Background: an optimization exercise with open tools, aiming at small area. Do not read the settings as production practice. The RTL was checked by simulation tests, not by an equivalence proof against the original design. Power figures rest on the tool's default switching activity, not on a simulated workload.

==> inputs of trial 56 <==
## acm_top
module acm_top #(
  parameter integer TICK_DIV = 562
) (
  input  wire        clk,
  input  wire        rst,
  input  wire [15:0] FMC_AD_i,
  output wire [15:0] FMC_AD_o,
  output wire        FMC_AD_oe,
  input  wire        FMC_NADV,
  input  wire        FMC_NOE,
  input  wire        FMC_NWE,
  input  wire        FMC_NE1,
  output wire        FMC_NWAIT,
  input  wire [15:0] magic_i,
  input  wire [15:0] fpga_id_i,
  input  wire [15:0] version_i,
  output wire [15:0] scratch_o
);
export LEC_CHECK = 0
export CAP_MARGIN = 10
export CORE_MARGIN = 2
export CORE_UTILIZATION = 60
export CTS_BUF_LIST = sky130_fd_sc_hd__clkbuf_16
export CTS_CLUSTER_DIAMETER = 80
export CTS_CLUSTER_SIZE = 24
export SLEW_MARGIN = 10
create_clock -name core_clock -period 16.0 [get_ports {clk}]
standard.sh (not shown) runs the stock make flow with config.mk's settings and CLKGATE_MAP_FILE= SYNTH_SCRIPT=/design/flow/synth_recipe.tcl, a recipe that flattens the netlist after the stock synthesis.
==> flow/flow/run.sh <==
#!/bin/bash
set -euo pipefail
bash standard.sh "BUFFER_PORTS_ARGS=-buffer_cell sky130_fd_sc_hd__buf_1" finish > standard_flow.log 2>&1
==> inputs of build 37, as changes to trial 56 <==
--- a/flow/design.v
+++ b/flow/design.v
@@ -160,69 +160,54 @@
   wire fw_hi = pend_vb & (ph1 | ph2) & (a[4:2] == vb) & (a[1:0] == 2'd0);
   wire fw_ct = pend_vb & (ph1 | ph2) & (a[4:2] == vb) & (a[1:0] == 2'd2);
   wire [7:0] oh_a = 8'd1 << va;
   wire [7:0] oh_b = 8'd1 << vb;
   integer v, i;
-  reg  [1:0]  pq;
-  always @(posedge clk or posedge rst) begin
-    if (rst)       pq <= 2'd0;
-    else if (wrap) pq <= pq + 2'd1;
-  end
-  wire [3:0]  tsel = (4'd1 << pq) & {4{live}};
   reg  [15:0] ph_lo [0:7];
   reg  [15:0] ph_hi [0:7];
-  wire [15:0] lo_tap = (ph_lo[0] & {16{tsel[0]}}) | (ph_lo[6] & {16{tsel[1]}}) |
-                       (ph_lo[4] & {16{tsel[2]}}) | (ph_lo[2] & {16{tsel[3]}});
-  wire [15:0] hi_tap = (ph_hi[0] & {16{tsel[0]}}) | (ph_hi[6] & {16{tsel[1]}}) |
-                       (ph_hi[4] & {16{tsel[2]}}) | (ph_hi[2] & {16{tsel[3]}});
   reg  [15:0] a_freq;
   always @(*) begin
-    a_freq = wdata & {16{fw_lo & live}};
+    a_freq = wdata & {16{fw_lo}};
     for (v = 0; v < 8; v = v + 1)
-      a_freq = a_freq | (freq[v][15:0] & {16{oh_a[v] & ~fw_lo & live}});
+      a_freq = a_freq | (freq[v][15:0] & {16{oh_a[v] & ~fw_lo}});
   end
   wire [15:0] pn_lo;
   wire        cy_a;
-  rca #(16) u_phl (.a(lo_tap), .b(a_freq), .ci(1'b0), .s(pn_lo), .co(cy_a));
-  reg         cy_b, p15_b;
-  wire [3:0]  wr_a = tsel & {4{run_a}} | {4{~live}};    
-  wire [3:0]  wr_b = tsel & {4{run_b}} | {4{~live}};
+  rca #(16) u_phl (.a(ph_lo[0]), .b(a_freq), .ci(1'b0), .s(pn_lo), .co(cy_a));
+  reg         cy_b;
   always @(posedge clk) begin
-    cy_b  <= cy_a;
-    p15_b <= pn_lo[15];
-    for (i = 0; i < 8; i = i + 1) ph_lo[i] <= ph_lo[(i + 1) % 8];
-    if (wr_a[0]) ph_lo[7] <= pn_lo;
-    if (wr_a[1]) ph_lo[5] <= pn_lo;
-    if (wr_a[2]) ph_lo[3] <= pn_lo;
-    if (wr_a[3]) ph_lo[1] <= pn_lo;
+    cy_b <= cy_a;
+    if (run_a | ~live) begin
+      for (i = 0; i < 7; i = i + 1) ph_lo[i] <= ph_lo[i + 1];
+      ph_lo[7] <= pn_lo & {16{live}};
+    end
   end
   reg  [15:0] b_freq;
   reg  [1:0]  b_wave;
   reg         b_gate;
   reg  [7:0]  b_level;
   always @(*) begin
-    b_freq  = wdata & {16{fw_hi & live}};
+    b_freq  = wdata & {16{fw_hi}};
     b_wave  = wdata[2:1] & {2{fw_ct}};
     b_gate  = wdata[0] & fw_ct;
     b_level = wdata[15:8] & {8{fw_ct}};
     for (v = 0; v < 8; v = v + 1) begin
-      b_freq  = b_freq  | (freq[v][31:16] & {16{oh_b[v] & ~fw_hi & live}});
+      b_freq  = b_freq  | (freq[v][31:16] & {16{oh_b[v] & ~fw_hi}});
       b_wave  = b_wave  | (wave[v][1:0] & {2{oh_b[v] & ~fw_ct}});
       b_gate  = b_gate  | (gate[v] & oh_b[v] & ~fw_ct);
       b_level = b_level | (level[v] & {8{oh_b[v] & ~fw_ct}});
     end
   end
   wire [15:0] pn_hi;
-  rca #(16) u_phh (.a(hi_tap), .b(b_freq), .ci(cy_b), .s(pn_hi), .co());
+  rca #(16) u_phh (.a(ph_hi[0]), .b(b_freq), .ci(cy_b), .s(pn_hi), .co());
   always @(posedge clk) begin
-    for (i = 0; i < 8; i = i + 1) ph_hi[i] <= ph_hi[(i + 1) % 8];
-    if (wr_b[0]) ph_hi[7] <= pn_hi;
-    if (wr_b[1]) ph_hi[5] <= pn_hi;
-    if (wr_b[2]) ph_hi[3] <= pn_hi;
-    if (wr_b[3]) ph_hi[1] <= pn_hi;
+    if (run_b | ~live) begin
+      for (i = 0; i < 7; i = i + 1) ph_hi[i] <= ph_hi[i + 1];
+      ph_hi[7] <= pn_hi & {16{live}};
+    end
   end
-  wire [16:0] pb = {pn_hi, p15_b};           
+  wire [16:0] pb = {pn_hi, ph_lo[7][15]};    
   wire [10:0] sq;
   sine_q u_sine (.idx(pb[15:9]), .q(sq));
   reg  [15:0] w_b;
   always @(*) begin
     case (b_wave)
==> flow/run.sh (new file) <==
#!/bin/bash
# synth_recipe.tcl (not shown) runs the flow's synth.tcl, then flattens the netlist and writes it again
# the make line also repeats each setting of config.mk as NAME=value (left out here)
make -C /OpenROAD-flow-scripts/flow DESIGN_CONFIG=/design/flow/config.mk WORK_HOME=/design/flow/orfs CLKGATE_MAP_FILE= SYNTH_SCRIPT=/design/flow/synth_recipe.tcl finish
- CAP_MARGIN: 10 -> 20
- SLEW_MARGIN: 10 -> 20
removed: flow/flow/run.sh
removed: flow/standard.sh
==> inputs of trial 61, as changes to trial 56 <==
--- a/flow/design.v
+++ b/flow/design.v
@@ -160,69 +160,54 @@
   wire fw_hi = pend_vb & (ph1 | ph2) & (a[4:2] == vb) & (a[1:0] == 2'd0);
   wire fw_ct = pend_vb & (ph1 | ph2) & (a[4:2] == vb) & (a[1:0] == 2'd2);
   wire [7:0] oh_a = 8'd1 << va;
   wire [7:0] oh_b = 8'd1 << vb;
   integer v, i;
-  reg  [1:0]  pq;
-  always @(posedge clk or posedge rst) begin
-    if (rst)       pq <= 2'd0;
-    else if (wrap) pq <= pq + 2'd1;
-  end
-  wire [3:0]  tsel = (4'd1 << pq) & {4{live}};
   reg  [15:0] ph_lo [0:7];
   reg  [15:0] ph_hi [0:7];
-  wire [15:0] lo_tap = (ph_lo[0] & {16{tsel[0]}}) | (ph_lo[6] & {16{tsel[1]}}) |
-                       (ph_lo[4] & {16{tsel[2]}}) | (ph_lo[2] & {16{tsel[3]}});
-  wire [15:0] hi_tap = (ph_hi[0] & {16{tsel[0]}}) | (ph_hi[6] & {16{tsel[1]}}) |
-                       (ph_hi[4] & {16{tsel[2]}}) | (ph_hi[2] & {16{tsel[3]}});
   reg  [15:0] a_freq;
   always @(*) begin
-    a_freq = wdata & {16{fw_lo & live}};
+    a_freq = wdata & {16{fw_lo}};
     for (v = 0; v < 8; v = v + 1)
-      a_freq = a_freq | (freq[v][15:0] & {16{oh_a[v] & ~fw_lo & live}});
+      a_freq = a_freq | (freq[v][15:0] & {16{oh_a[v] & ~fw_lo}});
   end
   wire [15:0] pn_lo;
   wire        cy_a;
-  rca #(16) u_phl (.a(lo_tap), .b(a_freq), .ci(1'b0), .s(pn_lo), .co(cy_a));
-  reg         cy_b, p15_b;
-  wire [3:0]  wr_a = tsel & {4{run_a}} | {4{~live}};    
-  wire [3:0]  wr_b = tsel & {4{run_b}} | {4{~live}};
+  rca #(16) u_phl (.a(ph_lo[0]), .b(a_freq), .ci(1'b0), .s(pn_lo), .co(cy_a));
+  reg         cy_b;
   always @(posedge clk) begin
-    cy_b  <= cy_a;
-    p15_b <= pn_lo[15];
-    for (i = 0; i < 8; i = i + 1) ph_lo[i] <= ph_lo[(i + 1) % 8];
-    if (wr_a[0]) ph_lo[7] <= pn_lo;
-    if (wr_a[1]) ph_lo[5] <= pn_lo;
-    if (wr_a[2]) ph_lo[3] <= pn_lo;
-    if (wr_a[3]) ph_lo[1] <= pn_lo;
+    cy_b <= cy_a;
+    if (run_a | ~live) begin
+      for (i = 0; i < 7; i = i + 1) ph_lo[i] <= ph_lo[i + 1];
+      ph_lo[7] <= pn_lo & {16{live}};
+    end
   end
   reg  [15:0] b_freq;
   reg  [1:0]  b_wave;
   reg         b_gate;
   reg  [7:0]  b_level;
   always @(*) begin
-    b_freq  = wdata & {16{fw_hi & live}};
+    b_freq  = wdata & {16{fw_hi}};
     b_wave  = wdata[2:1] & {2{fw_ct}};
     b_gate  = wdata[0] & fw_ct;
     b_level = wdata[15:8] & {8{fw_ct}};
     for (v = 0; v < 8; v = v + 1) begin
-      b_freq  = b_freq  | (freq[v][31:16] & {16{oh_b[v] & ~fw_hi & live}});
+      b_freq  = b_freq  | (freq[v][31:16] & {16{oh_b[v] & ~fw_hi}});
       b_wave  = b_wave  | (wave[v][1:0] & {2{oh_b[v] & ~fw_ct}});
       b_gate  = b_gate  | (gate[v] & oh_b[v] & ~fw_ct);
       b_level = b_level | (level[v] & {8{oh_b[v] & ~fw_ct}});
     end
   end
   wire [15:0] pn_hi;
-  rca #(16) u_phh (.a(hi_tap), .b(b_freq), .ci(cy_b), .s(pn_hi), .co());
+  rca #(16) u_phh (.a(ph_hi[0]), .b(b_freq), .ci(cy_b), .s(pn_hi), .co());
   always @(posedge clk) begin
-    for (i = 0; i < 8; i = i + 1) ph_hi[i] <= ph_hi[(i + 1) % 8];
-    if (wr_b[0]) ph_hi[7] <= pn_hi;
-    if (wr_b[1]) ph_hi[5] <= pn_hi;
-    if (wr_b[2]) ph_hi[3] <= pn_hi;
-    if (wr_b[3]) ph_hi[1] <= pn_hi;
+    if (run_b | ~live) begin
+      for (i = 0; i < 7; i = i + 1) ph_hi[i] <= ph_hi[i + 1];
+      ph_hi[7] <= pn_hi & {16{live}};
+    end
   end
-  wire [16:0] pb = {pn_hi, p15_b};           
+  wire [16:0] pb = {pn_hi, ph_lo[7][15]};    
   wire [10:0] sq;
   sine_q u_sine (.idx(pb[15:9]), .q(sq));
   reg  [15:0] w_b;
   always @(*) begin
     case (b_wave)
- CAP_MARGIN: 10 -> 20
- SLEW_MARGIN: 10 -> 20
==> summary.txt <==
metric                                                                       trial 61        build 37        trial 56
Warning count from the yosys run                                                   14              14               8
Fraction of the mapped netlist area in adder cells                             0.0973          0.0973           0.101
Area share of the largest cell type after synthesis                             0.571           0.571           0.366
Via-to-Cell Ratio                                                                7.14            7.20            7.18
Total cell area at the placement stage                                   0.0381 sq mm    0.0387 sq mm    0.0371 sq mm
Parity-gate share of the synthesized area counting xor and xnor cells         0.00939         0.00939          0.0112
Utilization after layout                                                        0.657           0.666           0.654
Peak Freq                                                                  0.0739 GHz      0.0735 GHz      0.0725 GHz
Arrival time at the worst endpoint                                           14.03 ns        14.11 ns        14.30 ns
Number of synthesized flops with an enable pin                                    689             689             433
Fin Clk Skew                                                                0.0514 ns       0.0412 ns       0.0438 ns
1st-pass router iterations                                                          7               9              10
Number of gates on the worst path with buffers counted                             33              33              31
Detailed placement HPWL                                                       80.5 mm         80.5 mm         81.8 mm
Clock transition at the registers of the reported paths                       0.10 ns         0.10 ns         0.08 ns
GR Layer Usage met2                                                             0.557           0.553           0.579
Leak pwr                                                                    0.0149 uW       0.0152 uW       0.0145 uW
Async SR Flop Fraction                                                         0.0198          0.0198          0.0222
Fraction of met3 tracks used by global routing                                  0.143           0.151           0.155
Internal power                                                                3010 uW         3010 uW         2940 uW
Result of the run                                                      finished clean  finished clean  finished clean
Filler Cell Count                                                               4,335           4,263           4,390
Non-clock buffers                                                                 201             205             189
Number of cell rows                                                                90              90              89
First-pass GRT wire length                                                     170 mm          170 mm          178 mm
Average detailed-routed wire length per instance                              34.6 um         34.3 um         34.2 um
Layout overhead on the synthesized area                                         8.72%           10.4%           8.31%

==> afterwards: timing with drivers on the ports <==
Ports are ideal in the flow. The routed layouts listed here were re-timed in OpenROAD.
Step 1 (the two cells are an assumption about what drives the block):
set clk [get_ports {clk}]
set_driving_cell -lib_cell sky130_fd_sc_hd__clkbuf_16 $clk
set_driving_cell -lib_cell sky130_fd_sc_hd__buf_2 [delete_from_list [all_inputs] $clk]
Step 2 moves the port delays by t, midway between the first and last clock arrival at a register: inputs arrive t later, outputs are due t later. That takes back most of the time a late clock gives input paths.
Slacks: ideal ports / drivers / drivers and shift; pairs: ideal ports / drivers.
| run | t, ns | setup slack, ns | worst slew at a driven data input, ns |
|---|---|---|---|
| trial 56 | 0.669 | 2.204 / 2.204 / 2.204 | 0.05 |
| build 37 | 0.673 | 2.394 / 2.394 / 2.394 | 0.06 |
| trial 61 | 0.672 | 2.467 / 2.467 / 2.467 | 0.07 |
After both steps every run listed still meets setup and hold.
